This is an optimization exercise on Yosys and OpenROAD, whose aim is small area, a short achievable clock period and few clock cycles, not a production implementation.
Where RTL was checked, it was by simulation tests only, not by an equivalence proof against the original.
The RTL of runs 1, 4 and 5 was laid out without a check of its function.
No activity file was given, so power comes from the tool's default toggle rates.

--- flow/design.v ---
module cpu_pl(
    input clk,
    input rst,
    output [31:0] imem_addr,
    input [31:0] imem_rdata,
    output [31:0] dmem_addr,
    output [31:0] dmem_wdata,
    output [3:0] dmem_wstrb,
    input [31:0] dmem_rdata
);
reg [7:0] pc;
reg [7:0] ras;           
reg d_valid;
reg [31:0] d_inst;
reg [7:0] d_pc;
reg [7:0] d_alt;         
reg [31:1] d_sel1, d_sel2;   
reg e_we, e_ld, e_st, e_br, e_jalr;
reg [4:0] e_rd;
reg [4:0] e_rs1;         
reg [2:0] e_mf3;         
reg [31:0] e_a, e_b;
reg [11:0] e_i;          
reg [2:0] e_f3;          
reg e_sub, e_arith, e_passb;
reg e_pred;
reg [7:0] e_alt;
reg w_we;
reg [4:0] w_rd;
reg [31:0] w_res;
reg [31:0] w_sdata;
reg [3:0] w_strb;
reg [31:0] m_addr;
wire [31:0] rf [1:31];
wire stall;              
wire redirect;
wire [7:0] redirect_pc;
wire [31:0] alu;
wire [31:0] ld;
wire [31:0] fi = imem_rdata;
wire f_jal = fi[6:2] == 5'b11011;
wire f_br = fi[6:2] == 5'b11000;
wire f_jalr = fi[6:2] == 5'b11001;
wire [7:0] f_tgt_j = pc + fi[29:22];
wire [7:0] f_tgt_b = pc + {fi[29:25], fi[11:9]};
wire [7:0] f_inc = pc + 8'd1;
wire [7:0] f_next = f_jal ? f_tgt_j : (f_br & fi[31]) ? f_tgt_b : f_jalr ? ras : f_inc;
wire [7:0] f_alt = f_br ? (fi[31] ? f_inc : f_tgt_b) : ras;
assign imem_addr = {18'b0, 2'b11, 2'b00, pc, 2'b00};
always @(posedge clk or posedge rst) begin
    if (rst) begin
        pc <= 8'd0;
        ras <= 8'd0;
        d_valid <= 1'b0;
    end else begin
        if (redirect) pc <= redirect_pc;
        else if (!stall) pc <= f_next;
        if (!stall && (f_jal | f_jalr) && fi[11:7] == 5'd1) ras <= f_inc;
        if (redirect) d_valid <= 1'b0;
        else if (!stall) d_valid <= 1'b1;
    end
end
always @(posedge clk) begin
    if (!stall) begin
        d_inst <= fi;
        d_pc <= pc;
        d_alt <= f_alt;
    end
end
wire [4:0] n_rs1 = stall ? d_inst[19:15] : fi[19:15];
wire [4:0] n_rs2 = stall ? d_inst[24:20] : fi[24:20];
genvar gr;
generate
    for (gr = 1; gr < 32; gr = gr + 1) begin : rsel
        always @(posedge clk) begin
            d_sel1[gr] <= n_rs1 == gr;
            d_sel2[gr] <= n_rs2 == gr;
        end
    end
endgenerate
wire [4:0] op = d_inst[6:2];
wire [2:0] f3 = d_inst[14:12];
wire [4:0] rs1 = d_inst[19:15];
wire [4:0] rs2 = d_inst[24:20];
wire [4:0] rd = d_inst[11:7];
wire i_lui = op == 5'b01101;
wire i_auipc = op == 5'b00101;
wire i_jal = op == 5'b11011;
wire i_jalr = op == 5'b11001;
wire i_br = op == 5'b11000;
wire i_ld = op == 5'b00000;
wire i_st = op == 5'b01000;
wire i_opi = op == 5'b00100;
wire i_op = op == 5'b01100;
wire uses1 = ~(i_lui | i_auipc | i_jal);
wire uses2 = i_op | i_br | i_st;
wire writes = (i_lui | i_auipc | i_jal | i_jalr | i_ld | i_opi | i_op) && rd != 5'd0;
reg [31:0] rf1, rf2;
integer ri;
always @(*) begin
    rf1 = 32'h0;
    rf2 = 32'h0;
    for (ri = 1; ri < 32; ri = ri + 1) begin
        rf1 = rf1 | (rf[ri] & {32{d_sel1[ri]}});
        rf2 = rf2 | (rf[ri] & {32{d_sel2[ri]}});
    end
end
wire [31:0] rv1 = (w_we && w_rd == rs1) ? w_res : rf1;
wire [31:0] rv2 = (w_we && w_rd == rs2) ? w_res : rf2;
reg rf_rst;
always @(posedge clk) rf_rst <= rst;
wire [31:0] rf_wd = rf_rst ? 32'h0 : w_res;
generate
    for (gr = 1; gr < 32; gr = gr + 1) begin : rfile
        reg [31:0] q;
        always @(posedge clk) begin
            if (rf_rst || (w_we && w_rd == gr)) begin
                if (gr == 2) q <= rf_rst ? 32'h00002ffc : w_res;
                else if (gr == 3) q <= rf_rst ? 32'h00001800 : w_res;
                else q <= rf_wd;
            end
        end
        assign rf[gr] = q;
    end
endgenerate
wire [9:0] d_agu = rv1[9:0] + d_inst[29:20];
wire ld_fwd = i_ld && f3 == 3'b010 && e_st && e_mf3 == 3'b010 && rs1 == e_rs1 && d_inst[31:20] == e_i;
assign stall = d_valid && (((i_ld | i_jalr) && e_we && e_rd == rs1) || (i_ld && e_st && !ld_fwd) || (i_jalr && e_st));
wire fwd1 = uses1 && e_we && e_rd == rs1;
wire fwd2 = uses2 && e_we && e_rd == rs2;
wire [8:0] d_inc = {1'b0, d_pc} + 9'd1;
wire [31:0] link = {18'b0, 2'b11, 1'b0, d_inc, 2'b00};
wire [31:0] pcfull = {18'b0, 2'b11, 2'b00, d_pc, 2'b00};
wire [31:0] imm_i = {{20{d_inst[31]}}, d_inst[31:20]};
wire [31:0] imm_u = {d_inst[31:12], 12'b0};
wire [31:0] a_id = i_auipc ? pcfull : rv1;
wire [31:0] b_id = ld_fwd ? e_b : (i_lui | i_auipc) ? imm_u : (i_jal | i_jalr) ? link : i_opi ? imm_i : rv2;
always @(posedge clk or posedge rst) begin
    if (rst) begin
        e_we <= 1'b0; e_ld <= 1'b0; e_st <= 1'b0; e_br <= 1'b0; e_jalr <= 1'b0;
    end else if (redirect || stall || !d_valid) begin
        e_we <= 1'b0; e_ld <= 1'b0; e_st <= 1'b0; e_br <= 1'b0; e_jalr <= 1'b0;
    end else begin
        e_we <= writes;
        e_ld <= i_ld && !ld_fwd;
        e_st <= i_st;
        e_br <= i_br;
        e_jalr <= i_jalr;
    end
end
wire fa_ld = fwd1 & e_ld;
wire fa_alu = fwd1 & ~e_ld;
wire fb_ld = fwd2 & e_ld;
wire fb_alu = fwd2 & ~e_ld;
always @(posedge clk) begin
    e_rd <= rd;
    e_rs1 <= rs1;
    e_mf3 <= f3;
    e_a <= ({32{fa_ld}} & ld) | ({32{fa_alu}} & alu) | ({32{~fwd1}} & a_id);
    e_b <= ({32{fb_ld}} & ld) | ({32{fb_alu}} & alu) | ({32{~fwd2}} & b_id);
    e_i <= {d_inst[31:25], d_inst[11:7]};
    e_f3 <= (i_opi | i_op | i_br) ? f3 : 3'b000;
    e_sub <= i_op && f3 == 3'b000 && d_inst[30];
    e_arith <= d_inst[30];
    e_passb <= i_lui | i_jal | i_jalr | ld_fwd;
    e_pred <= d_inst[31];
    e_alt <= d_alt;
end
wire [31:0] a = e_a;
wire [31:0] b = e_b;
wire [31:0] sum = a + (e_sub ? ~b : b) + {31'b0, e_sub};
wire c_eq = a == b;
wire c_ltu = a < b;
wire c_lt = (a[31] ^ b[31]) ? a[31] : c_ltu;
wire left = ~e_f3[2];
wire [31:0] sh_in;
wire [31:0] sh_out;
genvar gi;
generate
    for (gi = 0; gi < 32; gi = gi + 1) begin : rev
        assign sh_in[gi] = left ? a[31 - gi] : a[gi];
    end
endgenerate
wire [63:0] sh_wide = {{32{e_arith & a[31] & ~left}}, sh_in} >> b[4:0];
wire [31:0] sh_r = sh_wide[31:0];
generate
    for (gi = 0; gi < 32; gi = gi + 1) begin : rev2
        assign sh_out[gi] = left ? sh_r[31 - gi] : sh_r[gi];
    end
endgenerate
reg [31:0] alu_r;
always @(*) begin
    if (e_passb) alu_r = b;
    else case (e_f3)
        3'b000: alu_r = sum;
        3'b001: alu_r = sh_out;
        3'b010: alu_r = {31'b0, c_lt};
        3'b011: alu_r = {31'b0, c_ltu};
        3'b100: alu_r = a ^ b;
        3'b101: alu_r = sh_out;
        3'b110: alu_r = a | b;
        default: alu_r = a & b;
    endcase
end
assign alu = alu_r;
wire cond = (e_f3[2] ? (e_f3[1] ? c_ltu : c_lt) : c_eq) ^ e_f3[0];
wire br_mis = e_br && (cond != e_pred);
wire [9:0] e_agu = m_addr[9:0];
wire jalr_mis = e_jalr && (e_agu[9:2] != e_alt);
assign redirect = br_mis | jalr_mis;
assign redirect_pc = e_jalr ? e_agu[9:2] : e_alt;
wire [7:0] ld_b0 = e_agu[1] ? (e_agu[0] ? dmem_rdata[31:24] : dmem_rdata[23:16])
                            : (e_agu[0] ? dmem_rdata[15:8] : dmem_rdata[7:0]);
wire [7:0] ld_b1 = e_agu[1] ? dmem_rdata[31:24] : dmem_rdata[15:8];
wire ld_word = e_mf3[1];
wire ld_half = e_mf3[0];
wire ld_sign = ~e_mf3[2] & (ld_half ? ld_b1[7] : ld_b0[7]);
assign ld[7:0] = ld_b0;
assign ld[15:8] = ld_word ? dmem_rdata[15:8] : ld_half ? ld_b1 : {8{ld_sign}};
assign ld[31:16] = ld_word ? dmem_rdata[31:16] : {16{ld_sign}};
wire [31:0] ex_res = e_ld ? ld : alu;
wire [31:0] st_addr = a + {{20{e_i[11]}}, e_i};
wire [31:0] sdata = e_mf3[1] ? b : e_mf3[0] ? {2{b[15:0]}} : {4{b[7:0]}};
wire [3:0] strb = e_mf3[1] ? 4'b1111 : e_mf3[0] ? (st_addr[1] ? 4'b1100 : 4'b0011) : (4'b0001 << st_addr[1:0]);
always @(posedge clk or posedge rst) begin
    if (rst) begin
        w_we <= 1'b0;
        w_strb <= 4'b0;
    end else begin
        w_we <= e_we;
        w_strb <= e_st ? strb : 4'b0;
    end
end
always @(posedge clk) begin
    w_rd <= e_rd;
    w_res <= ex_res;
    w_sdata <= sdata;
    m_addr[31:10] <= st_addr[31:10];
    m_addr[9:0] <= e_st ? st_addr[9:0] : d_agu;
end
assign dmem_addr = m_addr;
assign dmem_wdata = w_sdata;
assign dmem_wstrb = w_strb;
endmodule
--- flow/flow/run.sh ---
#!/bin/bash
# Layout flow: the standard flow (standard.sh), with the port buffers made
# of a fast buffer cell and timing repair aimed below the clock period.
set -euo pipefail
bash standard.sh synth > flow_synth.log 2>&1
bash standard.sh \
    "BUFFER_PORTS_ARGS=-buffer_cell sky130_fd_sc_hd__buf_4" \
    "SETUP_SLACK_MARGIN=7" \
    finish > flow_layout.log 2>&1
--- flow/standard.sh ---
#!/bin/bash
# synth_recipe.tcl (not shown) runs the flow's synth.tcl, then flattens the netlist and writes it again
# the make line also repeats each setting of config.mk as NAME=value (left out here)
make -C /OpenROAD-flow-scripts/flow DESIGN_CONFIG=/design/flow/config.mk WORK_HOME=/design/flow/orfs CLKGATE_MAP_FILE= SYNTH_SCRIPT=/design/flow/synth_recipe.tcl "${@:-finish}"
--- flow/config.mk ---
export PLATFORM = sky130hd
export DESIGN_NAME = cpu_pl
export DESIGN_NICKNAME = cpu_pl
export VERILOG_FILES = /design/flow/design.v
export SDC_FILE = /design/flow/constraint.sdc
export NUM_CORES = 8
export LEC_CHECK = 0
export CAP_MARGIN = 10
export CORE_MARGIN = 2
export CORE_UTILIZATION = 40
export CTS_CLUSTER_DIAMETER = 130
export CTS_CLUSTER_SIZE = 26
export GPL_TIMING_DRIVEN = 1
export PLACE_DENSITY = 0.5
export SLEW_MARGIN = 10
--- flow/constraint.sdc ---
create_clock -name core_clock -period 10.5 [get_ports {clk}]
set_input_delay 2.1000 -clock core_clock [delete_from_list [all_inputs] [get_ports {clk}]]
set_output_delay 2.1000 -clock core_clock [all_outputs]
set_load 0.01 [all_outputs]
==> results.sh, run 1 <==
export IMPL_yosysTopAreaCellShare_pct=48.1
export IMPL_rsz0062_at_grt="true"
export IMPL_vias=56678
export IMPL_async_flop_share_pct=2.04
export IMPL_synthCells=5341
export IMPL_synth_main_ff_cell="edfxtp_1"
export IMPL_root_buffer="clkbuf_16"
export IMPL_placed_cell_area_sq_mm=0.0693
export IMPL_grt_overflow=0
export IMPL_antenna_found_initial=18
export IMPL_synth_enable_flop_cells=1038
export IMPL_timing_final_hold_violations=0
export IMPL_p_sw_mw=6.10
export IMPL_yosysSeqAreaShare_pct=57.2
export IMPL_dp_hpwl_um=198000
export IMPL_yosysMostFrequentCell="edfxtp_1"
export IMPL_cp_data_required_time_ps=11160
export IMPL_core_area_sq_mm=0.161
export IMPL_die_w_um=407
export IMPL_final_nets=5790
export IMPL_drive_above_1_share_pct=18.6
export IMPL_cts_buffer_depth=3
export IMPL_routedWlPerCell_um=44.4
export IMPL_final_area_sq_mm=0.0743
export IMPL_period_share_pct=34.8
export IMPL_powerDensity_mw_per_mm2=217
export IMPL_cts_tree="done"
export IMPL_grt_pass1_vias=52322
export IMPL_slew_headroom_pct=14.8
export IMPL_crit_path_start_kind="flip-flop"
export IMPL_rows=147
export IMPL_multi_input_area_sq_mm=0.0271
export IMPL_boundaryPins=166
export IMPL_place_congestion=0.994
export IMPL_clkLatencyLatePin_ps=820
export IMPL_status="complete, no violations"
export IMPL_first_iter_violations=11392
export IMPL_seq_area_sq_mm=0.0373
export IMPL_synth_largest_area_cell="edfxtp_1"
export IMPL_report_final_slew_viol_count=0
export IMPL_setup_violations=0
export IMPL_fillers=14749
export IMPL_start_util_pct=40.3
export IMPL_worstMarginPinSlew_ps=1280
export IMPL_viasPerCell=7.32
export IMPL_crit_arrival_ps=4320
export IMPL_p_int_mw=9.99
export IMPL_crit_type="flip-flop to flip-flop"
export IMPL_p_comb_share_pct=32.6
export IMPL_wl_um=344000
export IMPL_yosysWarningCount=1
export IMPL_syn_cell_area_sq_mm=0.0648
export IMPL_synth_ff_latch_count=1326
export IMPL_dieArea_sq_mm=0.165
export IMPL_ys_top_cells_by_count="edfxtp_1, a221oi_1, a22o_1"
export IMPL_skew_ps=113
export IMPL_r2r_setup_slack_ps=6840
export IMPL_switching_share_pct=37.9
export IMPL_dr_pass1_iters=10
export IMPL_cts_htree_levels=2
export IMPL_synth_distinct_cells=83
export IMPL_p_clk_share_pct=17.7
export IMPL_cts_sinks=1326
export IMPL_finish_utilization_pct=46.2
export IMPL_syn_avg_cell_area_sq_um=12.1
export IMPL_power_frac_seq_pct=49.7
export IMPL_path_clk_slew_ps=110
export IMPL_cts_buffers=58
export IMPL_yosys_top_cells_area="edfxtp_1, dfxtp_1, a221oi_1"
export IMPL_setup_tns_ps=0
export IMPL_die_h_um=407
export IMPL_drc=0
export IMPL_leakage_nw=27.0
export IMPL_port_buffers=139
export IMPL_grt_max_degree=53
export IMPL_grt_pass1_wl_um=453000
export IMPL_worst_setup_path_end_kind="flip-flop"
export IMPL_syn_to_final_growth_pct=14.6
export IMPL_max_freq_ghz=0.273
export IMPL_maxCapViolations=0
export IMPL_ir_drop_v=0.000158
export IMPL_ctsHoldBuffers=0
export IMPL_drtAntennaViolNets=0
export IMPL_fin_crit_ps=3660
export IMPL_worstHoldPathType="flip-flop to flip-flop"
export IMPL_groute_usage_overall_pct=40.1
export IMPL_critPathMaxFanout=24
==> worst paths after layout <==
check                            from   endpoint  cells past startpoint
max reg2reg                d_sel1[31]  m_addr[8]                     17
max in group asynchronous         rst      pc[5]                      3
min                          d_alt[0]   e_alt[0]                      0
min in group asynchronous         rst       w_we                      3
min reg2reg                  d_alt[0]   e_alt[0]                      0
max                        d_sel1[31]  m_addr[8]                     17
==> logic make-up (layout without fill, tap and decap cells) <==
| kind of cell | Yosys count | count (layout) | synth area share [%] |
|---|---|---|---|
| compound gates | 1804 | 1804 | 21.1 |
| other cells | 2 | 31 | 0.0116 |
| buf+inv | 560 | 772 | 3.48 |
| simple gates | 1158 | 1158 | 8.73 |
| fa+ha+maj | 183 | 183 | 3.59 |
| xor+xnor | 143 | 143 | 1.93 |
| flops | 1326 | 1326 | 57.2 |
| mux | 165 | 165 | 3.96 |
==> per-layer routing <==
layer  up-vias  wire, um  track usage (%)
met4        16     31500             28.9
met5         -       115                0
met2      5283    145000             59.4
li1      21817         -                -
met3      1572     48000             13.0
met1     27990    119000             49.0
==> power groups by stage <==
stage               registers, mW  logic [mW]  clock network [mW]
finish                       7.99        5.24                2.85
global route                 8.03        5.47                2.99
CTS                          7.89        4.88                2.84
detailed placement           8.04        4.53                   0
global placement             8.05        4.53                   0
floorplan                    7.64        2.65                   0
==> timing repair <==
| item | CTS | global route |
|---|---|---|
| setup endpoints to repair | 250 | 129 |
| hold endpoints to repair | 0 | 0 |
| setup buffers | 83 | 54 |
| resized for setup | 283 | 139 |
| gates cloned | 6 | 8 |
| pin swaps | 35 | 58 |
==> state kept, by name (all words and copies together) (netlist names), 31 cells and up <==
signal / flops
rfile.q: 992
e_a: 32
e_b: 32
m_addr: 32
w_res: 32
w_sdata: 32
d_sel1: 31
d_sel2: 31
==> through the flow <==
stage	instances	setup slack, ps	hold WS [ps]	total power, mW
floorplan	5363	6600	323	10.3
global placement	7489	5550	325	12.6
detailed placement	7489	5580	329	12.6
CTS	7672	6980	355	15.6
global route	7735	6810	361	16.5
finish	7742	6840	355	16.1
==> cells in the final DEF, fill, tap and decap left out, types with 163 or more instances in the layout <==
cell type,count
edfxtp_1,1038
buf_4,429
a22o_1,386
a221oi_1,386
nor2_1,302
nand2_1,259
a21oi_1,193
ha_1,166
dfxtp_1,163
==> critical path, cell delays in order (launching register included) <==
cell	delay, ps
dfxtp_2	730
buf_8	450
a22oi_1	140
nand4_1	190
nor3_4	100
a21oi_4	250
ha_4	180
inv_2	40
fa_2	370
nor2b_2	130
o21ai_2	80
a21boi_2	150
o21ai_1	80
nand2b_1	110
a21o_1	140
a21oi_2	60
xor2_1	210
mux2i_1	100
==> layout make-up <==
cell class                      count  area share (%)
Timing Repair Buffer              518            6.49
Antenna cell                        7          0.0236
Clock buffer                       86            2.11
Sequential cell                  1326            50.2
Multi-Input combinational cell   3477            36.5
Clock inverter                      8           0.189
Tap cell                         2160            3.64
Inverter                          160           0.844
==> run 2, diff against run 1 <==
--- a/flow/design.v
+++ b/flow/design.v
@@ -125,3 +125,4 @@
 endgenerate
-wire [9:0] d_agu = rv1[9:0] + d_inst[29:20];
+wire [9:0] d_agu;
+cpl_add10 agu (.a(rv1[9:0]), .b(d_inst[29:20]), .s(d_agu));
 wire ld_fwd = i_ld && f3 == 3'b010 && e_st && e_mf3 == 3'b010 && rs1 == e_rs1 && d_inst[31:20] == e_i;
@@ -244 +245,8 @@
 endmodule
+module cpl_add10(
+    input [9:0] a,
+    input [9:0] b,
+    output [9:0] s
+);
+assign s = a + b;
+endmodule
--- a/flow/config.mk
+++ b/flow/config.mk
@@ -15 +15,3 @@
 export SLEW_MARGIN = 10
+export SYNTH_HIERARCHICAL = 1
+export SYNTH_MINIMUM_KEEP_SIZE = 0
==> run 2 against run 1 <==
Against the previous run:
- sequential power about the same
- cell count is essentially flat
- highest routed layer unchanged
- clock skew increased by 22 ps
- critical path type unchanged
- fmax is 1.8% higher
- power increased by 1.1%
- die area shrank 0.50%
- sequential share of layout area is 0.40 points lower
- routed wire length grew 0.20%
- area after synthesis shrank 0.50%
- first-iteration DRC count shrank 2.7%
- flip-flop and latch count unchanged
- via count up 0.28%
==> results.sh, run 2 <==
export IMPL_worstHoldStart="d_alt[7]"
export IMPL_ys_top_cells_by_count="edfxtp_1, a22o_1, a221oi_1"
export IMPL_max_freq_ghz=0.278
export IMPL_cts_htree_levels=2
export IMPL_cts_buffers=60
export IMPL_core_area_sq_mm=0.160
export IMPL_cts_buffer_depth=3
export IMPL_grt_max_degree=64
export IMPL_ir_drop_v=0.000227
export IMPL_yosysSeqAreaShare_pct=57.5
export IMPL_worstPathCellList="buf_12 > buf_12 > buf_6 > xor2_1 > ha_1 > buf_6 > a21oi_2 > o21bai_1 > a32o_2 > a211oi_2 > nand3b_1 > buf_6 > o21a_1 > a2111oi_2 > a31oi_1 > or2_1 > o211ai_1"
export IMPL_p_clk_share_pct=18.2
export IMPL_worstHoldPathType="flip-flop to flip-flop"
export IMPL_critPathMaxFanout=7
export IMPL_syn_cell_area_sq_mm=0.0645
export IMPL_crit_arrival_ps=4250
export IMPL_cp_data_required_time_ps=11160
export IMPL_dp_hpwl_um=195000
export IMPL_crit_buf_inv=5
export IMPL_syn_to_final_growth_pct=16.2
export IMPL_cts_sinks=1326
export IMPL_grtUsageMet1_pct=49.5
export IMPL_crit_path_max_incr_delay_ps=370
export IMPL_clkLatencyLatePin_ps=830
export IMPL_grt_pass1_wl_um=450000
export IMPL_routedWlPerCell_um=44.5
export IMPL_drive_above_1_share_pct=20.7
export IMPL_maxCapViolations=0
export IMPL_reg2reg_from="e_sub"
export IMPL_drc=0
export IMPL_gr_max_usage_layer="met2"
export IMPL_yosysTopAreaCellShare_pct=48.3
export IMPL_period_share_pct=34.2
export IMPL_groute_usage_overall_pct=40.1
export IMPL_regMostFlops="rfile.q"
export IMPL_yosys_top_cells_area="edfxtp_1, dfxtp_1, a22o_1"
export IMPL_synth_distinct_cells=82
export IMPL_synth_largest_area_cell="edfxtp_1"
export IMPL_finish_utilization_pct=46.7
export IMPL_slew_headroom_pct=16.5
export IMPL_layout_commonest_cell="edfxtp_1"
export IMPL_skew_ps=135
export IMPL_met2_usage_pct=59.2
export IMPL_cts_tree="done"
export IMPL_power_frac_seq_pct=49.3
export IMPL_syn_avg_cell_area_sq_um=12.2
export IMPL_rsz0062_at_grt="true"
export IMPL_synthCells=5293
export IMPL_critPathTopFamily="compound AO/OA/AOI/OAI gates"
export IMPL_start_util_pct=40.2
export IMPL_cp_startpoint="e_sub"
export IMPL_leakage_nw=26.9
export IMPL_yosysWarningCount=7
export IMPL_rows=147
export IMPL_antenna_found_initial=17
export IMPL_ctsHoldBuffers=0
export IMPL_worstMarginPinSlew_ps=1250
export IMPL_status="complete, no violations"
export IMPL_die_h_um=406
export IMPL_root_buffer="clkbuf_16"
export IMPL_dieArea_sq_mm=0.164
export IMPL_setup_tns_ps=0
export IMPL_yosysMostFrequentCell="edfxtp_1"
export IMPL_layout_common_cells="edfxtp_1, buf_4, a22o_1"
export IMPL_worst_setup_path_end_kind="flip-flop"
export IMPL_async_flop_share_pct=2.04
export IMPL_crit_type="flip-flop to flip-flop"
export IMPL_crit_slowest_cell="dfxtp_4"
export IMPL_timing_final_hold_violations=0
export IMPL_place_congestion=1.01
export IMPL_wl_um=345000
export IMPL_vias=56838
export IMPL_p_comb_share_pct=32.5
export IMPL_die_w_um=406
export IMPL_synth_enable_flop_cells=1038
export IMPL_viasPerCell=7.35
export IMPL_setup_violations=0
export IMPL_p_sw_mw=6.15
export IMPL_boundaryPins=166
export IMPL_crit_path_start_kind="flip-flop"
export IMPL_report_final_slew_viol_count=0
export IMPL_fin_crit_ps=3590
export IMPL_drtAntennaViolNets=0
export IMPL_grt_overflow=0
export IMPL_grt_pass1_vias=51916
export IMPL_dr_pass1_iters=13
export IMPL_p_int_mw=10.1
export IMPL_synth_ff_latch_count=1326
export IMPL_final_nets=5763
export IMPL_switching_share_pct=37.8
export IMPL_crit_top_cell="buf_6"
export IMPL_path_clk_slew_ps=110
export IMPL_port_buffers=139
export IMPL_synth_main_ff_cell="edfxtp_1"
export IMPL_largest_reg_flops=992
export IMPL_total_power_mw=16.3
export IMPL_first_iter_violations=11079
export IMPL_use_met3_pct=13.5
export IMPL_powerDensity_mw_per_mm2=217
-- run 2: worst paths after layout --
check	to	slack, ps	depth (start not counted)
setup / recovery	e_b[31]	6910	17
hold / removal	e_alt[7]	350	0
setup reg to reg	e_b[31]	6910	17
hold reg to reg	e_alt[7]	350	0
max in group asynchronous	pc[0]	8690	3
min in group asynchronous	w_strb[1]	1440	3
-- run 2: layout make-up --
type	instances	area [sq um]
Antenna cell	14	35.0
Clock buffer	101	1660
Clock inverter	11	200
Fill cell	14455	85500
Inverter	149	586
Multi-Input combinational cell	3443	27300
Sequential cell	1326	37300
Tap cell	2160	2700
Timing Repair Buffer	534	5110
-- run 2: repair_timing --
| item | CTS | global route |
|---|---|---|
| pin swaps | 46 | 101 |
| setup buffers | 87 | 88 |
| gates cloned | 7 | 12 |
| gates resized for setup | 310 | 243 |
| endpoints found under the setup margin | 269 | 172 |
-- run 2: per-stage QoR --
| step | cells | cell area (sq um) | hold slack, ps | setup WS (ps) |
|---|---|---|---|---|
| final | 7738 | 74900 | 350 | 6910 |
| after global routing | 7726 | 74900 | 360 | 6770 |
| after CTS | 7624 | 72800 | 351 | 6900 |
| after detailed placement | 7418 | 68800 | 327 | 5160 |
| after global placement | 7418 | 68800 | 324 | 5120 |
| after floorplan | 5315 | 64900 | 323 | 6600 |
-- run 2: modules after synthesis (local to each module, per instance) --
module | area [sq um] | cells inside | flops+latches | times used
cpu_pl | 64100 | 5242 | 1326 | 1
cpl_add10 | 385 | 51 | 0 | 1
-- run 2: per-layer routing --
metal,routed length (um),share of wire [%],vias to the layer above
li1,-,-,21752
met5,130,0.038,-
met3,49200,14,1556
met4,31000,9.0,18
met2,145000,42,5479
met1,119000,35,28033
-- run 2: logic make-up after synthesis --
kind of cell,count (synthesis),share of synthesized area (%)
flops,1326,57.5
xor+xnor,151,2.05
other cells,2,0.0116
simple gates,1056,8.15
compound gates,1881,21.7
buf+inv,549,3.41
fa+ha+maj,183,3.61
mux,145,3.56
-- run 2: power groups by stage --
stage	Sequential (mW)	Combinational [mW]	Clock (mW)
2_1_floorplan	7.63	2.61	0
3_3_place_gp	8.08	4.39	0
3_5_place_dp	8.06	4.40	0
4_1_cts	7.92	4.81	2.95
5_1_grt	8.05	5.54	3.11
6_report	8.02	5.29	2.96
Testbench counts of run 2, summed over its fixed seeds: cycles 440,911.
==> run 3, diff against run 2 <==
--- a/flow/flow/run.sh
+++ b/flow/flow/run.sh
@@ -6,3 +6,3 @@
 bash standard.sh \
-    "BUFFER_PORTS_ARGS=-buffer_cell sky130_fd_sc_hd__buf_4" \
+    "BUFFER_PORTS_ARGS=-buffer_cell sky130_fd_sc_hd__buf_1" \
     "SETUP_SLACK_MARGIN=7" \
--- a/flow/config.mk
+++ b/flow/config.mk
@@ -10,4 +10,4 @@
 export CORE_UTILIZATION = 40
-export CTS_CLUSTER_DIAMETER = 130
-export CTS_CLUSTER_SIZE = 26
+export CTS_CLUSTER_DIAMETER = 125
+export CTS_CLUSTER_SIZE = 24
 export GPL_TIMING_DRIVEN = 1
==> run 3 against run 2 <==
Against the previous run:
- non-clock buffer count down 16
- critical path depth down 4
- sequential share of layout area up 0.36 points
- area after synthesis unchanged
- global-route usage down 0.71 points
- synthesized cell count unchanged
- sequential power down 1%
- register-to-register slack better by 50 ps
- combinational power down 3%
- still clean on timing, DRC and antenna
- routed wire length down 2.5%
- clock skew down 77 ps
==> results.sh, run 3 <==
export IMPL_cp_startpoint="dmem_rdata[23]"
export IMPL_skew_ps=57.9
export IMPL_clkLatencyLatePin_ps=740
export IMPL_power_frac_seq_pct=48.9
export IMPL_slew_headroom_pct=6.28
export IMPL_switching_share_pct=37.4
export IMPL_drtAntennaViolNets=0
export IMPL_grt_pass1_vias=51976
export IMPL_regMostFlops="rfile.q"
export IMPL_viasPerCell=7.25
export IMPL_path_clk_slew_ps=100
export IMPL_synth_ff_latch_count=1326
export IMPL_finish_utilization_pct=46.4
export IMPL_total_power_mw=16.2
export IMPL_setup_violations=0
export IMPL_largest_reg_flops=992
export IMPL_start_util_pct=40.2
export IMPL_drc=0
export IMPL_yosysSeqAreaShare_pct=57.5
export IMPL_crit_slowest_cell="o31ai_4"
export IMPL_antenna_found_initial=12
export IMPL_crit_path_start_kind="input pin"
export IMPL_max_freq_ghz=0.280
export IMPL_ctsHoldBuffers=0
export IMPL_report_final_slew_viol_count=0
export IMPL_rsz0062_at_grt="true"
export IMPL_p_clk_share_pct=19.6
export IMPL_grt_overflow=0
export IMPL_cts_buffers=68
export IMPL_port_buffers=139
export IMPL_gr_max_usage_layer="met2"
export IMPL_p_comb_share_pct=31.6
export IMPL_final_nets=5754
export IMPL_core_area_sq_mm=0.160
export IMPL_leakage_nw=26.5
export IMPL_yosys_top_cells_area="edfxtp_1, dfxtp_1, a22o_1"
export IMPL_placedCellCount=7424
export IMPL_synth_main_ff_cell="edfxtp_1"
export IMPL_grt_pass1_wl_um=443000
export IMPL_routedWlPerCell_um=43.5
export IMPL_syn_to_final_growth_pct=15.3
export IMPL_drive_above_1_share_pct=17.7
export IMPL_r2r_setup_slack_ps=6960
export IMPL_die_h_um=406
export IMPL_yosysMostFrequentCell="edfxtp_1"
export IMPL_maxCapViolations=0
export IMPL_p_sw_mw=6.08
export IMPL_powerDensity_mw_per_mm2=219
export IMPL_boundaryPins=166
export IMPL_synthCells=5293
export IMPL_critPathCapture="e_a[30]"
export IMPL_first_iter_violations=10228
export IMPL_worstPathCellList="buf_1 > mux2i_1 > nor2_2 > a21oi_4 > o21a_1 > o31ai_4 > buf_4 > a21oi_2 > o21bai_1 > a31oi_2 > a211oi_4 > buf_4 > o22ai_1"
export IMPL_critPathMaxFanout=4
export IMPL_grt_max_degree=59
export IMPL_reg2reg_from="e_f3[2]"
export IMPL_crit_arrival_ps=4230
export IMPL_fin_crit_ps=3580
export IMPL_instances_no_fill=7718
export IMPL_async_flop_share_pct=2.04
export IMPL_use_met3_pct=11.9
export IMPL_reg2regPathDepth=10
export IMPL_cp_data_required_time_ps=11150
export IMPL_worst_setup_path_end_kind="flip-flop"
export IMPL_layout_common_cells="edfxtp_1, a22o_1, a221oi_1"
export IMPL_synth_largest_area_cell="edfxtp_1"
export IMPL_syn_cell_area_sq_mm=0.0645
export IMPL_rows=147
export IMPL_ys_top_cells_by_count="edfxtp_1, a22o_1, a221oi_1"
export IMPL_met2_usage_pct=59.4
export IMPL_crit_type="input pin to flip-flop"
export IMPL_die_w_um=406
export IMPL_root_buffer="clkbuf_16"
export IMPL_dr_pass1_iters=10
export IMPL_dieArea_sq_mm=0.164
export IMPL_yosysWarningCount=7
export IMPL_vias=55955
export IMPL_dp_hpwl_um=193000
export IMPL_cts_buffer_depth=3
export IMPL_synth_enable_flop_cells=1038
export IMPL_worstHoldPathType="flip-flop to flip-flop"
export IMPL_crit_top_cell="buf_4"
export IMPL_worstReg2RegEnd="e_a[2]"
export IMPL_cts_sinks=1326
export IMPL_setup_tns_ps=0
export IMPL_synth_distinct_cells=82
export IMPL_status="complete, no violations"
export IMPL_timing_final_hold_violations=0
export IMPL_grtUsageMet1_pct=48.1
export IMPL_worstHoldStart="d_alt[1]"
export IMPL_yosysTopAreaCellShare_pct=48.3
export IMPL_worstMarginPinSlew_ps=1400
export IMPL_place_congestion=1.00
export IMPL_crit_path_max_incr_delay_ps=260
export IMPL_cts_tree="done"
export IMPL_p_int_mw=10.2
export IMPL_cts_htree_levels=3
export IMPL_syn_avg_cell_area_sq_um=12.2
export IMPL_groute_usage_overall_pct=39.3
export IMPL_layout_commonest_cell="edfxtp_1"
export IMPL_ir_drop_v=0.000154
export IMPL_period_share_pct=34.1
export IMPL_wl_um=336000
-- run 3: cell counts after synthesis --
Identical to the previous run, type by type.
-- run 3: logic make-up (layout without fill, tap and decap cells) --
family          Yosys count  count (layout)  share of synthesized area [%]
compound gates         1881            1881                           21.7
mux                     145             145                           3.56
flops                  1326            1326                           57.5
xor+xnor                151             151                           2.05
simple gates           1056            1058                           8.15
fa+ha+maj               183             183                           3.61
other cells               2              31                         0.0116
buf+inv                 549             783                           3.41
-- run 3: power groups by stage --
stage	combinational, mW	clock [mW]	sequential, mW
6_report	5.13	3.18	7.94
5_1_grt	5.37	3.35	7.98
4_1_cts	4.69	3.19	7.84
3_5_place_dp	4.34	0	7.99
3_3_place_gp	4.33	0	8.00
2_1_floorplan	2.61	0	7.63
-- run 3: layout make-up --
cell class	instances	area, sq um
sequential	1326	37300
clock inverter	12	218
inverter	149	591
fill	14573	86000
timing repair buffer	518	4440
clock buffer	104	1910
antenna	7	17.5
tap	2160	2700
multi-input combinational	3442	27200
-- run 3: worst max-delay path: cells and delay by family --
kind	cells	cell delay, ps
AOI/OAI and AO/OA	8	1220
buffers and inverters	3	530
muxes	1	110
and+or+nand+nor	1	250
-- run 3: worst min-delay path by stage --
stage	slack [ps]	to	depth (start not counted)
global route	350	e_alt[6]	0
global placement	330	e_alt[2]	0
floorplan	320	e_alt[0]	0
detailed placement	330	e_alt[2]	0
CTS	350	e_alt[6]	0
finish	350	e_alt[1]	0
-- run 3: Yosys stat by module (local to each module, per instance) --
module | flops+latches | copies in the design | cells inside
cpu_pl | 1326 | 1 | 5242
cpl_add10 | 0 | 1 | 51
-- run 3: timing repair --
item | CTS | global route
endpoints found under the setup margin | 250 | 159
cloned | 9 | 7
pin swaps | 56 | 84
gates resized for setup | 283 | 212
setup buffers | 94 | 60
-- run 3: stage by stage --
step	area (sq um)	hold slack (ps)	setup slack, ps
floorplan	64900	323	6600
detailed placement	68400	328	5060
global placement	68300	326	5000
finish	74400	349	6920
CTS	72600	350	6940
global route	74300	352	6880
-- run 3: metal layers --
layer  vias to the layer above  part of all wire [%]
met5                         -                 0.031
met4                        12                   9.1
met3                      1494                    13
met2                      5090                    43
met1                     27620                    35
li1                      21739                     -
==> run 4, diff against run 3 <==
--- a/flow/design.v
+++ b/flow/design.v
@@ -18,2 +18,3 @@
 reg e_we, e_ld, e_st, e_br, e_jalr;
+reg e_shf;               
 reg [4:0] e_rd;
@@ -35,2 +36,4 @@
 wire stall;              
+wire d_stall;            
+wire sh_more;            
 wire redirect;
@@ -125,6 +128,6 @@
 endgenerate
-wire [9:0] d_agu;
-cpl_add10 agu (.a(rv1[9:0]), .b(d_inst[29:20]), .s(d_agu));
+wire [9:0] d_agu = rv1[9:0] + d_inst[29:20];
 wire ld_fwd = i_ld && f3 == 3'b010 && e_st && e_mf3 == 3'b010 && rs1 == e_rs1 && d_inst[31:20] == e_i;
-assign stall = d_valid && (((i_ld | i_jalr) && e_we && e_rd == rs1) || (i_ld && e_st && !ld_fwd) || (i_jalr && e_st));
+assign d_stall = d_valid && (((i_ld | i_jalr) && e_we && e_rd == rs1) || (i_ld && e_st && !ld_fwd) || (i_jalr && e_st));
+assign stall = d_stall | sh_more;
 wire fwd1 = uses1 && e_we && e_rd == rs1;
@@ -140,6 +143,8 @@
     if (rst) begin
-        e_we <= 1'b0; e_ld <= 1'b0; e_st <= 1'b0; e_br <= 1'b0; e_jalr <= 1'b0;
-    end else if (redirect || stall || !d_valid) begin
-        e_we <= 1'b0; e_ld <= 1'b0; e_st <= 1'b0; e_br <= 1'b0; e_jalr <= 1'b0;
+        e_we <= 1'b0; e_ld <= 1'b0; e_st <= 1'b0; e_br <= 1'b0; e_jalr <= 1'b0; e_shf <= 1'b0;
+    end else if (sh_more) begin
+    end else if (redirect || d_stall || !d_valid) begin
+        e_we <= 1'b0; e_ld <= 1'b0; e_st <= 1'b0; e_br <= 1'b0; e_jalr <= 1'b0; e_shf <= 1'b0;
     end else begin
+        e_shf <= (i_opi | i_op) && f3[1:0] == 2'b01;
         e_we <= writes;
@@ -151,17 +156,22 @@
 end
-wire fa_ld = fwd1 & e_ld;
-wire fa_alu = fwd1 & ~e_ld;
-wire fb_ld = fwd2 & e_ld;
-wire fb_alu = fwd2 & ~e_ld;
+wire fa_ld = fwd1 & e_ld & ~sh_more;
+wire fa_alu = (fwd1 & ~e_ld) | sh_more;
+wire fa_id = ~fwd1 & ~sh_more;
+wire fb_ld = fwd2 & e_ld & ~sh_more;
+wire fb_alu = fwd2 & ~e_ld & ~sh_more;
+wire fb_id = ~fwd2 & ~sh_more;
 always @(posedge clk) begin
-    e_rd <= rd;
+    if (!sh_more) e_rd <= rd;
     e_rs1 <= rs1;
     e_mf3 <= f3;
-    e_a <= ({32{fa_ld}} & ld) | ({32{fa_alu}} & alu) | ({32{~fwd1}} & a_id);
-    e_b <= ({32{fb_ld}} & ld) | ({32{fb_alu}} & alu) | ({32{~fwd2}} & b_id);
+    e_a <= ({32{fa_ld}} & ld) | ({32{fa_alu}} & alu) | ({32{fa_id}} & a_id);
+    e_b <= ({32{fb_ld}} & ld) | ({32{fb_alu}} & alu) | ({32{fb_id}} & b_id)
+         | ({32{sh_more}} & {27'b0, e_b[4:0] - 5'd3});
     e_i <= {d_inst[31:25], d_inst[11:7]};
-    e_f3 <= (i_opi | i_op | i_br) ? f3 : 3'b000;
-    e_sub <= i_op && f3 == 3'b000 && d_inst[30];
-    e_arith <= d_inst[30];
-    e_passb <= i_lui | i_jal | i_jalr | ld_fwd;
+    if (!sh_more) begin
+        e_f3 <= (i_opi | i_op | i_br) ? f3 : 3'b000;
+        e_sub <= i_op && f3 == 3'b000 && d_inst[30];
+        e_arith <= d_inst[30];
+        e_passb <= i_lui | i_jal | i_jalr | ld_fwd;
+    end
     e_pred <= d_inst[31];
@@ -175,2 +185,4 @@
 wire c_lt = (a[31] ^ b[31]) ? a[31] : c_ltu;
+assign sh_more = e_shf && b[4:2] != 3'b000;
+wire [1:0] sh_n = b[1:0] | {2{sh_more}};
 wire left = ~e_f3[2];
@@ -184,4 +196,5 @@
 endgenerate
-wire [63:0] sh_wide = {{32{e_arith & a[31] & ~left}}, sh_in} >> b[4:0];
-wire [31:0] sh_r = sh_wide[31:0];
+wire sh_fill = e_arith & a[31] & ~left;
+wire [31:0] sh_1 = sh_n[0] ? {sh_fill, sh_in[31:1]} : sh_in;
+wire [31:0] sh_r = sh_n[1] ? {{2{sh_fill}}, sh_1[31:2]} : sh_1;
 generate
@@ -230,3 +243,3 @@
     end else begin
-        w_we <= e_we;
+        w_we <= e_we & ~sh_more;
         w_strb <= e_st ? strb : 4'b0;
@@ -245,8 +258 @@
 endmodule
-module cpl_add10(
-    input [9:0] a,
-    input [9:0] b,
-    output [9:0] s
-);
-assign s = a + b;
-endmodule
--- a/flow/flow/run.sh
+++ b/flow/flow/run.sh
@@ -6,3 +6,3 @@
 bash standard.sh \
-    "BUFFER_PORTS_ARGS=-buffer_cell sky130_fd_sc_hd__buf_1" \
+    "BUFFER_PORTS_ARGS=-buffer_cell sky130_fd_sc_hd__buf_4" \
     "SETUP_SLACK_MARGIN=7" \
--- a/flow/config.mk
+++ b/flow/config.mk
@@ -10,4 +10,4 @@
 export CORE_UTILIZATION = 40
-export CTS_CLUSTER_DIAMETER = 125
-export CTS_CLUSTER_SIZE = 24
+export CTS_CLUSTER_DIAMETER = 130
+export CTS_CLUSTER_SIZE = 26
 export GPL_TIMING_DRIVEN = 1
@@ -15,3 +15 @@
 export SLEW_MARGIN = 10
-export SYNTH_HIERARCHICAL = 1
-export SYNTH_MINIMUM_KEEP_SIZE = 0
==> run 4 against run 3 <==
Against the previous run:
- register-to-register slack worse by 440 ps
- first-iteration DRC count up 15%
- fmax down 10%
- area after synthesis down 1.3%
- still clean on timing, DRC and antenna
- clock skew up 40 ps
- sequential power up 7.2%
==> results.sh, run 4 <==
export IMPL_status="complete, no violations"
export IMPL_drtAntennaViolNets=0
export IMPL_cts_buffer_depth=3
export IMPL_max_freq_ghz=0.251
export IMPL_grt_max_degree=74
export IMPL_setup_violations=0
export IMPL_yosysWarningCount=1
export IMPL_fillers=14337
export IMPL_synth_enable_flop_cells=1049
export IMPL_worstMarginPinSlew_ps=1380
export IMPL_fin_crit_ps=3980
export IMPL_crit_top_cell="o21a_1"
export IMPL_core_area_sq_mm=0.158
export IMPL_instances_no_fill=7553
export IMPL_crit_arrival_ps=4600
export IMPL_die_w_um=403
export IMPL_yosysSeqAreaShare_pct=58.7
export IMPL_crit_type="flip-flop to flip-flop"
export IMPL_crit_path_start_kind="flip-flop"
export IMPL_crit_slowest_cell="or4_4"
export IMPL_synthCells=5249
export IMPL_r2r_setup_slack_ps=6520
export IMPL_powerDensity_mw_per_mm2=265
export IMPL_worstHoldPathType="flip-flop to flip-flop"
export IMPL_largest_reg_flops=992
export IMPL_setup_tns_ps=0
export IMPL_final_nets=5684
export IMPL_wl_um=329000
export IMPL_place_congestion=0.973
export IMPL_die_h_um=403
export IMPL_syn_avg_cell_area_sq_um=12.1
export IMPL_grt_pass1_vias=51646
export IMPL_cts_buffers=58
export IMPL_maxCapViolations=0
export IMPL_synth_main_ff_cell="edfxtp_1"
export IMPL_worstReg2RegEnd="w_res[30]"
export IMPL_crit_buf_inv=2
export IMPL_synth_distinct_cells=81
export IMPL_drive_above_1_share_pct=18.8
export IMPL_total_power_mw=19.4
export IMPL_regMostFlops="rfile.q"
export IMPL_ys_top_cells_by_count="edfxtp_1, a22oi_1, clkbuf_1"
export IMPL_path_clk_slew_ps=120
export IMPL_period_share_pct=38.0
export IMPL_boundaryPins=166
export IMPL_groute_usage_overall_pct=39.0
export IMPL_yosysTopAreaCellShare_pct=49.5
export IMPL_yosysMostFrequentCell="edfxtp_1"
export IMPL_clkLatencyLatePin_ps=810
export IMPL_hold_path_end="e_alt[0]"
export IMPL_layout_commonest_cell="edfxtp_1"
export IMPL_routedWlPerCell_um=43.6
export IMPL_report_final_slew_viol_count=0
export IMPL_cp_data_required_time_ps=11120
export IMPL_ir_drop_v=0.000166
export IMPL_dp_hpwl_um=192000
export IMPL_first_iter_violations=11813
export IMPL_syn_cell_area_sq_mm=0.0636
export IMPL_crit_path_max_incr_delay_ps=510
export IMPL_viasPerCell=7.38
export IMPL_timing_final_hold_violations=0
export IMPL_reg2regPathDepth=14
export IMPL_critPathTopFamily="compound AO/OA/AOI/OAI gates"
export IMPL_async_flop_share_pct=2.10
export IMPL_start_util_pct=40.2
export IMPL_critPathMaxFanout=8
export IMPL_layout_common_cells="edfxtp_1, buf_4, a22oi_1"
export IMPL_synth_ff_latch_count=1333
export IMPL_rows=146
export IMPL_cts_tree="done"
export IMPL_grt_pass1_wl_um=438000
export IMPL_rsz0062_at_grt="true"
export IMPL_slew_headroom_pct=7.22
export IMPL_vias=55742
export IMPL_cts_htree_levels=2
export IMPL_antenna_found_initial=14
export IMPL_dieArea_sq_mm=0.162
export IMPL_worst_setup_path_end_kind="flip-flop"
export IMPL_dr_pass1_iters=10
export IMPL_root_buffer="clkbuf_16"
export IMPL_syn_to_final_growth_pct=14.7
export IMPL_drc=0
export IMPL_worstHoldStart="d_alt[0]"
export IMPL_skew_ps=98.1
export IMPL_reg2reg_from="e_sub"
export IMPL_worstPathCellList="buf_12 > mux2_4 > inv_1 > fa_2 > nor2b_2 > o21a_1 > o21ai_4 > a2111oi_4 > nor2_2 > or4_4 > a32oi_4 > xor2_2 > a221o_1 > o21a_1"
export IMPL_yosys_top_cells_area="edfxtp_1, dfxtp_1, a22oi_1"
export IMPL_grt_overflow=0
export IMPL_ctsHoldBuffers=0
export IMPL_cts_sinks=1333
export IMPL_leakage_nw=26.3
export IMPL_port_buffers=139
export IMPL_placedCellCount=7300
export IMPL_synth_largest_area_cell="edfxtp_1"
export IMPL_holdPathStages=0
## run 4: through the flow
step / hold slack [ps] / setup slack, ps / area, sq um / util, %
4_1_cts: 345 / 6590 / 71700 / 45.3
2_1_floorplan: 323 / 6460 / 64000 / -
5_1_grt: 355 / 6460 / 73000 / 46.1
3_5_place_dp: 327 / 5600 / 67900 / 42.9
6_report: 341 / 6520 / 73000 / 46.2
3_3_place_gp: 327 / 5560 / 67900 / 42.9
## run 4: layout make-up
class                   count  area (sq um)  share of cell area (%)
repair buffers            483          4230                    5.79
well taps                2072          2590                    3.55
inverters                 141           558                   0.764
clock inverters             9           125                   0.171
diodes                     11          27.5                  0.0377
flip-flops and latches   1333         37500                    51.4
multi-input cells        3415         26400                    36.1
clock buffers              87          1560                    2.14
repair inverters            2          13.8                  0.0188
## run 4: metal layers
metal  part of all wire (%)  routed length, um  GRT usage (%)  up-vias
li1                       -                  -              -    21397
met1                     38             123000           53.0    27802
met2                     40             130000           53.4     5345
met3                     16              51000           14.3     1188
met4                    7.3              24000           21.6       10
met5                  0.029                 94              0        -
## run 4: kinds of logic after synthesis
logic type      after synthesis  synth area share, %
compound gates             1845                 21.4
xor+xnor                    153                 2.11
fa+ha+maj                   184                 3.68
buf+inv                     524                 3.26
flops                      1333                 58.7
mux                         111                 2.55
other cells                   2               0.0118
simple gates               1097                 8.35
## run 4: power by group
group	total [mW]	switching, mW	internal (mW)
clock	2.84	1.78	1.05
sequential	8.51	1.34	7.17
combinational	8.04	4.94	3.10
total	19.4	8.06	11.3
## run 4: worst max-delay path by stage
| stage | from | endpoint | cells after the start |
|---|---|---|---|
| finish | e_sub | w_res[30] | 14 |
| CTS | e_sub | w_res[30] | 14 |
| global route | e_sub | w_res[30] | 14 |
| detailed placement | e_sub | w_res[10] | 14 |
| global placement | e_sub | w_res[10] | 14 |
| floorplan | imem_rdata[4] | pc[3] | 11 |
## run 4: what timing repair did
action / CTS / global route
setup endpoints to repair: 236 / 197
resized for setup: 303 / 211
pin swaps: 75 / 106
cloned: 6 / 4
setup buffers: 84 / 52
==> run 5, diff against run 4 <==
--- a/flow/design.v
+++ b/flow/design.v
@@ -156,2 +156,17 @@
 end
+always @(posedge clk or posedge rst) begin
+    if (rst) begin
+        e_rd <= 5'd0;
+        e_f3 <= 3'b000;
+        e_sub <= 1'b0;
+        e_arith <= 1'b0;
+        e_passb <= 1'b0;
+    end else if (!sh_more) begin
+        e_rd <= rd;
+        e_f3 <= (i_opi | i_op | i_br) ? f3 : 3'b000;
+        e_sub <= i_op && f3 == 3'b000 && d_inst[30];
+        e_arith <= d_inst[30];
+        e_passb <= i_lui | i_jal | i_jalr | ld_fwd;
+    end
+end
 wire fa_ld = fwd1 & e_ld & ~sh_more;
@@ -163,3 +178,2 @@
 always @(posedge clk) begin
-    if (!sh_more) e_rd <= rd;
     e_rs1 <= rs1;
@@ -170,8 +184,2 @@
     e_i <= {d_inst[31:25], d_inst[11:7]};
-    if (!sh_more) begin
-        e_f3 <= (i_opi | i_op | i_br) ? f3 : 3'b000;
-        e_sub <= i_op && f3 == 3'b000 && d_inst[30];
-        e_arith <= d_inst[30];
-        e_passb <= i_lui | i_jal | i_jalr | ld_fwd;
-    end
     e_pred <= d_inst[31];
==> run 5 against run 4 <==
Against the previous run:
- clock-buffer cell count rose by 1
- routed wire length is 1.3% higher
- flip-flop and latch count is the same
- sequential power is essentially flat
- sequential share of layout area down 0.37 points
- first-iteration DRC count down 2.7%
- die area up 1.1%
- power shrank 1.5%
- largest power group unchanged
==> results.sh, run 5 <==
export IMPL_status="complete, no violations"
export IMPL_syn_to_final_growth_pct=14.2
export IMPL_gr_max_usage_layer="met2"
export IMPL_reg2regPathDepth=15
export IMPL_skew_ps=77.1
export IMPL_cts_buffer_depth=3
export IMPL_boundaryPins=166
export IMPL_yosysWarningCount=1
export IMPL_grtUsageMet1_pct=52.7
export IMPL_vias=55890
export IMPL_viasPerCell=7.29
export IMPL_die_h_um=405
export IMPL_ir_drop_v=0.000162
export IMPL_wl_um=333000
export IMPL_yosysSeqAreaShare_pct=57.9
export IMPL_dieArea_sq_mm=0.164
export IMPL_synthCells=5278
export IMPL_antenna_found_initial=19
export IMPL_cts_tree="done"
export IMPL_synth_largest_area_cell="edfxtp_1"
export IMPL_clkLatencyLatePin_ps=800
export IMPL_synth_main_ff_cell="edfxtp_1"
export IMPL_port_buffers=139
export IMPL_placedCellCount=7420
export IMPL_max_freq_ghz=0.273
export IMPL_syn_cell_area_sq_mm=0.0643
export IMPL_met2_usage_pct=55.1
export IMPL_groute_usage_overall_pct=39.3
export IMPL_total_power_mw=19.1
export IMPL_drive_above_1_share_pct=18.4
export IMPL_yosysTopAreaCellShare_pct=48.4
export IMPL_report_final_slew_viol_count=0
export IMPL_first_iter_violations=11493
export IMPL_layout_common_cells="edfxtp_1, buf_4, a221oi_1"
export IMPL_worstMarginPinSlew_ps=1340
export IMPL_maxCapViolations=0
export IMPL_root_buffer="clkbuf_16"
export IMPL_setup_tns_ps=0
export IMPL_fillers=14537
export IMPL_async_flop_share_pct=2.93
export IMPL_dp_hpwl_um=193000
export IMPL_rows=147
export IMPL_grt_pass1_vias=51501
export IMPL_powerDensity_mw_per_mm2=260
export IMPL_fin_crit_ps=3670
export IMPL_grt_overflow=0
export IMPL_synth_distinct_cells=97
export IMPL_grt_max_degree=60
export IMPL_dr_pass1_iters=12
export IMPL_ctsHoldBuffers=0
export IMPL_final_area_sq_mm=0.0735
export IMPL_slew_headroom_pct=9.53
export IMPL_final_nets=5710
export IMPL_crit_path_start_kind="flip-flop"
export IMPL_drtAntennaViolNets=0
export IMPL_ys_top_cells_by_count="edfxtp_1, a221oi_1, a22o_1"
export IMPL_start_util_pct=40.2
export IMPL_critPathMaxFanout=5
export IMPL_grt_pass1_wl_um=444000
export IMPL_cts_sinks=1333
export IMPL_syn_avg_cell_area_sq_um=12.2
export IMPL_yosysMostFrequentCell="edfxtp_1"
export IMPL_synth_enable_flop_cells=1038
export IMPL_core_area_sq_mm=0.160
export IMPL_period_share_pct=34.9
export IMPL_layout_commonest_cell="edfxtp_1"
export IMPL_use_met3_pct=13.8
export IMPL_largest_reg_flops=992
export IMPL_routedWlPerCell_um=43.5
export IMPL_synth_ff_latch_count=1333
export IMPL_cts_buffers=58
export IMPL_leakage_nw=26.7
export IMPL_yosys_top_cells_area="edfxtp_1, dfxtp_1, a221oi_1"
export IMPL_crit_arrival_ps=4310
export IMPL_worst_setup_path_end_kind="flip-flop"
export IMPL_holdPathStages=0
export IMPL_path_clk_slew_ps=110
export IMPL_regMostFlops="rfile.q"
export IMPL_instances_no_fill=7663
export IMPL_holdWs_ps=350
export IMPL_rsz0062_at_grt="true"
export IMPL_timing_final_hold_violations=0
export IMPL_die_w_um=405
export IMPL_worstHoldPathType="flip-flop to flip-flop"
export IMPL_drc=0
export IMPL_setup_violations=0
export IMPL_cp_data_required_time_ps=11140
export IMPL_crit_type="flip-flop to flip-flop"
export IMPL_cts_htree_levels=2
export IMPL_placed_cell_area_sq_mm=0.0687
export IMPL_place_congestion=0.974
==> run 5: where the power goes <==
part | switching, mW | internal [mW] | leakage [nW]
Combinational | 4.85 | 2.93 | 12.6
Sequential | 1.29 | 7.19 | 13.3
Clock | 1.79 | 1.06 | 0.813
==> run 5: layout make-up <==
type	instances	area (sq um)	share of cell area (%)
antenna	6	15.0	0.0204
clock buffer	88	1560	2.13
clock inverter	9	130	0.177
inverter	124	484	0.659
multi-input combinational	3451	26800	36.5
sequential	1333	37500	51.0
tap	2160	2700	3.68
timing repair buffer	492	4310	5.86
==> run 5: cell families (layout without fill, tap and decap cells) <==
| logic type | count (synthesis) | in the layout | synth area share, % |
|---|---|---|---|
| adder cells (fa/ha/maj) | 184 | 184 | 3.64 |
| flip-flops | 1333 | 1333 | 57.9 |
| XOR/XNOR | 156 | 156 | 2.15 |
| AND/OR/NAND/NOR | 1134 | 1135 | 8.68 |
| buffers and inverters | 519 | 713 | 3.33 |
| AO/OA/AOI/OAI | 1829 | 1831 | 21.5 |
| multiplexers | 121 | 121 | 2.78 |
| other | 2 | 30 | 0.0117 |
==> run 5: final timing paths <==
| path | from | endpoint | slack, ps |
|---|---|---|---|
| max in group asynchronous | rst | pc[6] | 8210 |
| min in group asynchronous | rst | w_strb[3] | 1560 |
| worst min register to register | d_alt[2] | e_alt[2] | 350 |
| worst max-delay path | e_sub | w_res[9] | 6830 |
| worst max register to register | e_sub | w_res[9] | 6830 |
| worst min-delay path | d_alt[2] | e_alt[2] | 350 |
==> run 5: through the flow <==
step,utilization [%],setup WS (ps)
global placement,42.9,5330
CTS,45.1,6840
floorplan,-,6600
detailed placement,42.9,5300
finish,45.9,6830
global route,45.9,6770
==> run 5: worst max-delay path, cell delays in order (launching register included) <==
cell	delay, ps
dfrtp_2	450
buf_12	150
buf_16	130
xor2_2	140
ha_1	340
and2_4	150
a221o_1	360
o32a_1	390
o21ai_4	230
buf_4	150
buf_6	90
xor2_2	160
o32ai_2	110
o221ai_4	300
o21ai_2	140
o21a_1	240
==> run 5: routing by layer <==
layer / routed length (um) / part of all wire (%)
met2: 135000 / 41
met4: 23900 / 7.2
met5: 222 / 0.067
met3: 51000 / 15
met1: 123000 / 37
==> run 5: repair_timing <==
action                                  CTS  global route
setup buffers                            85            45
endpoints found under the setup margin  249           192
pin swaps                                51            68
cloned                                    7             2
gates resized for setup                 266           179
==> run 6, diff against run 5 <==
--- a/flow/design.v
+++ b/flow/design.v
@@ -128,3 +128,4 @@
 endgenerate
-wire [9:0] d_agu = rv1[9:0] + d_inst[29:20];
+wire [9:0] d_agu;
+cpl_add10 agu (.a(rv1[9:0]), .b(d_inst[29:20]), .s(d_agu));
 wire ld_fwd = i_ld && f3 == 3'b010 && e_st && e_mf3 == 3'b010 && rs1 == e_rs1 && d_inst[31:20] == e_i;
@@ -266 +267,8 @@
 endmodule
+module cpl_add10(
+    input [9:0] a,
+    input [9:0] b,
+    output [9:0] s
+);
+assign s = a + b;
+endmodule
--- a/flow/config.mk
+++ b/flow/config.mk
@@ -10,4 +10,4 @@
 export CORE_UTILIZATION = 40
-export CTS_CLUSTER_DIAMETER = 130
-export CTS_CLUSTER_SIZE = 26
+export CTS_CLUSTER_DIAMETER = 125
+export CTS_CLUSTER_SIZE = 24
 export GPL_TIMING_DRIVEN = 1
@@ -15 +15,3 @@
 export SLEW_MARGIN = 10
+export SYNTH_HIERARCHICAL = 1
+export SYNTH_MINIMUM_KEEP_SIZE = 0
==> run 6 against run 5 <==
Against the previous run:
- first-iteration DRC count down 2.5%
- non-clock buffer count is 61 lower
- area after synthesis rose by 0.55%
- fmax down 0.64%
- largest power group unchanged
==> results.sh, run 6 <==
export IMPL_status="complete, no violations"
export IMPL_layout_common_cells="edfxtp_1, buf_4, a22oi_1"
export IMPL_leakage_nw=26.1
export IMPL_crit_path_start_kind="flip-flop"
export IMPL_synth_enable_flop_cells=1038
export IMPL_cp_data_required_time_ps=11090
export IMPL_synth_distinct_cells=86
export IMPL_skew_ps=49.1
export IMPL_report_final_slew_viol_count=0
export IMPL_drc=0
export IMPL_boundaryPins=166
export IMPL_powerDensity_mw_per_mm2=254
export IMPL_viasPerCell=7.40
export IMPL_placedCellCount=7535
export IMPL_wl_um=334000
export IMPL_maxCapViolations=0
export IMPL_period_share_pct=35.1
export IMPL_drtAntennaViolNets=0
export IMPL_yosysWarningCount=7
export IMPL_setup_violations=0
export IMPL_cts_htree_levels=3
export IMPL_synth_main_ff_cell="edfxtp_1"
export IMPL_path_clk_slew_ps=100
export IMPL_synth_compound_area_share_pct=21.8
export IMPL_synth_mux_area_share_pct=2.42
export IMPL_final_nets=5787
export IMPL_grt_pass1_wl_um=444000
export IMPL_power_frac_seq_pct=45.4
export IMPL_dieArea_sq_mm=0.165
export IMPL_ys_top_cells_by_count="edfxtp_1, a22oi_1, clkbuf_1"
export IMPL_clkLatencyLatePin_ps=740
export IMPL_yosysSeqAreaShare_pct=57.6
export IMPL_p_comb_share_pct=38.0
export IMPL_die_h_um=406
export IMPL_worst_setup_path_end_kind="flip-flop"
export IMPL_synth_top_family_by_area="compound AO/OA/AOI/OAI gates"
export IMPL_regMostFlops="rfile.q"
export IMPL_drive_above_1_share_pct=17.0
export IMPL_synthCells=5426
export IMPL_die_w_um=406
export IMPL_cts_buffer_depth=3
export IMPL_layout_commonest_cell="edfxtp_1"
export IMPL_grt_max_degree=65
export IMPL_setup_tns_ps=0
export IMPL_fin_crit_ps=3690
export IMPL_yosys_top_cells_area="edfxtp_1, dfxtp_1, a221oi_1"
export IMPL_cts_buffers=67
export IMPL_crit_type="flip-flop to flip-flop"
export IMPL_syn_to_final_growth_pct=13.3
export IMPL_cts_tree="done"
export IMPL_place_congestion=0.985
export IMPL_largest_reg_flops=992
export IMPL_worstMarginPinSlew_ps=1370
export IMPL_first_iter_violations=11203
export IMPL_placed_cell_area_sq_mm=0.0690
export IMPL_core_area_sq_mm=0.161
export IMPL_critPathMaxFanout=9
export IMPL_antenna_found_initial=10
export IMPL_syn_avg_cell_area_sq_um=11.9
export IMPL_grt_pass1_vias=52460
export IMPL_rsz0062_at_grt="true"
export IMPL_ctsHoldBuffers=0
export IMPL_cts_sinks=1333
export IMPL_routedWlPerCell_um=43.1
export IMPL_instances_no_fill=7740
export IMPL_p_int_mw=11.0
export IMPL_synth_xor_area_share_pct=2.11
export IMPL_synthAdderAreaFrac_pct=3.62
export IMPL_yosysTopAreaCellShare_pct=48.2
export IMPL_timing_final_hold_violations=0
export IMPL_ir_drop_v=0.000137
export IMPL_fillers=14658
export IMPL_grt_overflow=0
export IMPL_switching_share_pct=40.9
export IMPL_synth_simple_area_share_pct=9.17
export IMPL_final_area_sq_mm=0.0733
export IMPL_port_buffers=139
export IMPL_synth_largest_area_cell="edfxtp_1"
export IMPL_dr_pass1_iters=10
export IMPL_dp_hpwl_um=197000
export IMPL_synth_ff_latch_count=1333
export IMPL_root_buffer="clkbuf_16"
export IMPL_p_sw_mw=7.61
export IMPL_yosysMostFrequentCell="edfxtp_1"
export IMPL_async_flop_share_pct=2.93
export IMPL_syn_cell_area_sq_mm=0.0647
export IMPL_slew_headroom_pct=8.25
export IMPL_rows=147
export IMPL_vias=57278
export IMPL_worstHoldPathType="flip-flop to flip-flop"
export IMPL_p_clk_share_pct=16.6
export IMPL_crit_arrival_ps=4280
export IMPL_groute_usage_overall_pct=39.2
export IMPL_max_freq_ghz=0.271
export IMPL_start_util_pct=40.3
## run 6: worst paths after layout
check	end	slack [ps]	from	cells past startpoint
min in group asynchronous	ras[1]	1550	rst	3
hold reg to reg	e_alt[2]	350	d_alt[2]	0
setup reg to reg	e_b[30]	6810	e_sub	13
max in group asynchronous	e_sub	8440	rst	3
hold / removal	e_alt[2]	350	d_alt[2]	0
setup / recovery	e_b[30]	6810	e_sub	13
## run 6: cells by family (layout without fill, tap and decap cells)
kind of cell,after synthesis,after routing
and+or+nand+nor,1201,1202
adders and majority gates,184,184
DFF,1333,1333
other,2,35
AOI/OAI and AO/OA,1904,1906
muxes,108,108
xor gates and xnor gates,156,156
buffers and inverters,538,656
## run 6: through the flow
| step | util, % | total power [mW] | hold slack (ps) | worst slack [ps] |
|---|---|---|---|---|
| CTS | 44.9 | 17.9 | 354 | 6880 |
| global placement | 43.0 | 14.6 | 325 | 5510 |
| detailed placement | 43.0 | 14.6 | 329 | 5480 |
| floorplan | - | 11.7 | 323 | 6600 |
| global route | 45.6 | 19.2 | 354 | 6720 |
| finish | 45.6 | 18.6 | 349 | 6810 |
## run 6: layout make-up
class                      count  area [sq um]  area share, %
antenna                       11          27.5         0.0376
clock inverter                 8           129          0.176
timing repair buffer         431          3550           4.84
multi-input combinational   3580         27100           37.0
inverter                     121           458          0.625
timing repair inverter         3          22.5         0.0307
clock buffer                  93          1830           2.49
sequential                  1333         37500           51.1
tap                         2160          2700           3.69
## run 6: worst max-delay path: stages (launching register included)
cell,delay [ps]
dfrtp_4,510
buf_12,160
xor2_1,140
ha_1,340
nor2b_4,150
o31a_1,360
o31ai_4,390
buf_6,160
o2bb2ai_4,90
o31ai_4,210
a21oi_2,110
or3_4,360
a311oi_4,440
o31ai_2,100
## run 6: power by group through the flow
stage	clock [mW]	combinational, mW	sequential [mW]
final	3.09	7.09	8.46
after global routing	3.26	7.45	8.50
after CTS	3.09	6.49	8.37
after detailed placement	0	6.08	8.54
after global placement	0	6.08	8.54
after floorplan	0	3.78	7.90
## run 6: layer usage
| metal | vias to the layer above | global-route usage, % | share of wire (%) |
|---|---|---|---|
| li1 | 21940 | - | - |
| met1 | 28530 | 52.8 | 38 |
| met2 | 5468 | 54.1 | 40 |
| met3 | 1320 | 13.6 | 15 |
| met4 | 20 | 23.4 | 7.3 |
| met5 | - | 0.416 | 0.077 |
## run 6: timing repair
item	CTS	global route
setup buffers	43	43
pin swaps	18	65
gates cloned	6	1
hold endpoints to repair	0	0
resized for setup	195	176
setup endpoints to repair	252	111
## run 6: per-module statistics from Yosys, one instance, submodules excluded
module	cells inside	area, sq um
cpu_pl	5375	64300
cpl_add10	51	385
Testbench counts of run 6, summed over its fixed seeds: cycles 442,009.

[afterwards: timing with drivers on the ports]
In the flow no input, the clock included, has a driving cell. The finished layouts below were timed again as built, in two steps. Step 1 (the two cells are an assumption about what drives the block):
set clk [get_ports {clk}]
set_driving_cell -lib_cell sky130_fd_sc_hd__clkbuf_16 $clk
set_driving_cell -lib_cell sky130_fd_sc_hd__buf_2 [delete_from_list [all_inputs] $clk]
Step 2 also shifts input and output timing later by t, the mid clock arrival at the registers, as if the neighbouring blocks saw the same clock. a / b / c = ideal ports / drivers / drivers and shift; a / b = the first two.
| run | t, ns | setup WS [ns] | clock arrival spread, ns | worst register clock-pin slew, ns | cell pins on the clock port's net |
|---|---|---|---|---|---|
| run 1 | 0.847 | 6.844 / 6.844 / 6.171 | 0.118 / 0.118 | 0.12 / 0.12 | 1 |
| run 2 | 0.850 | 6.907 / 6.907 / 6.210 | 0.139 / 0.139 | 0.12 / 0.12 | 1 |
| run 3 | 0.804 | 6.923 / 6.956 / 6.180 | 0.071 / 0.071 | 0.11 / 0.11 | 1 |
| run 4 | 0.846 | 6.515 / 6.515 / 6.231 | 0.121 / 0.120 | 0.12 / 0.12 | 1 |
| run 5 | 0.842 | 6.835 / 6.835 / 6.081 | 0.090 / 0.091 | 0.12 / 0.12 | 1 |
| run 6 | 0.803 | 6.811 / 6.811 / 6.309 | 0.049 / 0.049 | 0.12 / 0.12 | 1 |
After both steps every run listed still meets setup and hold. For run 5, which loses most, drivers alone change the setup slack by 0.000 ns; drivers and shift together by -0.754 ns.
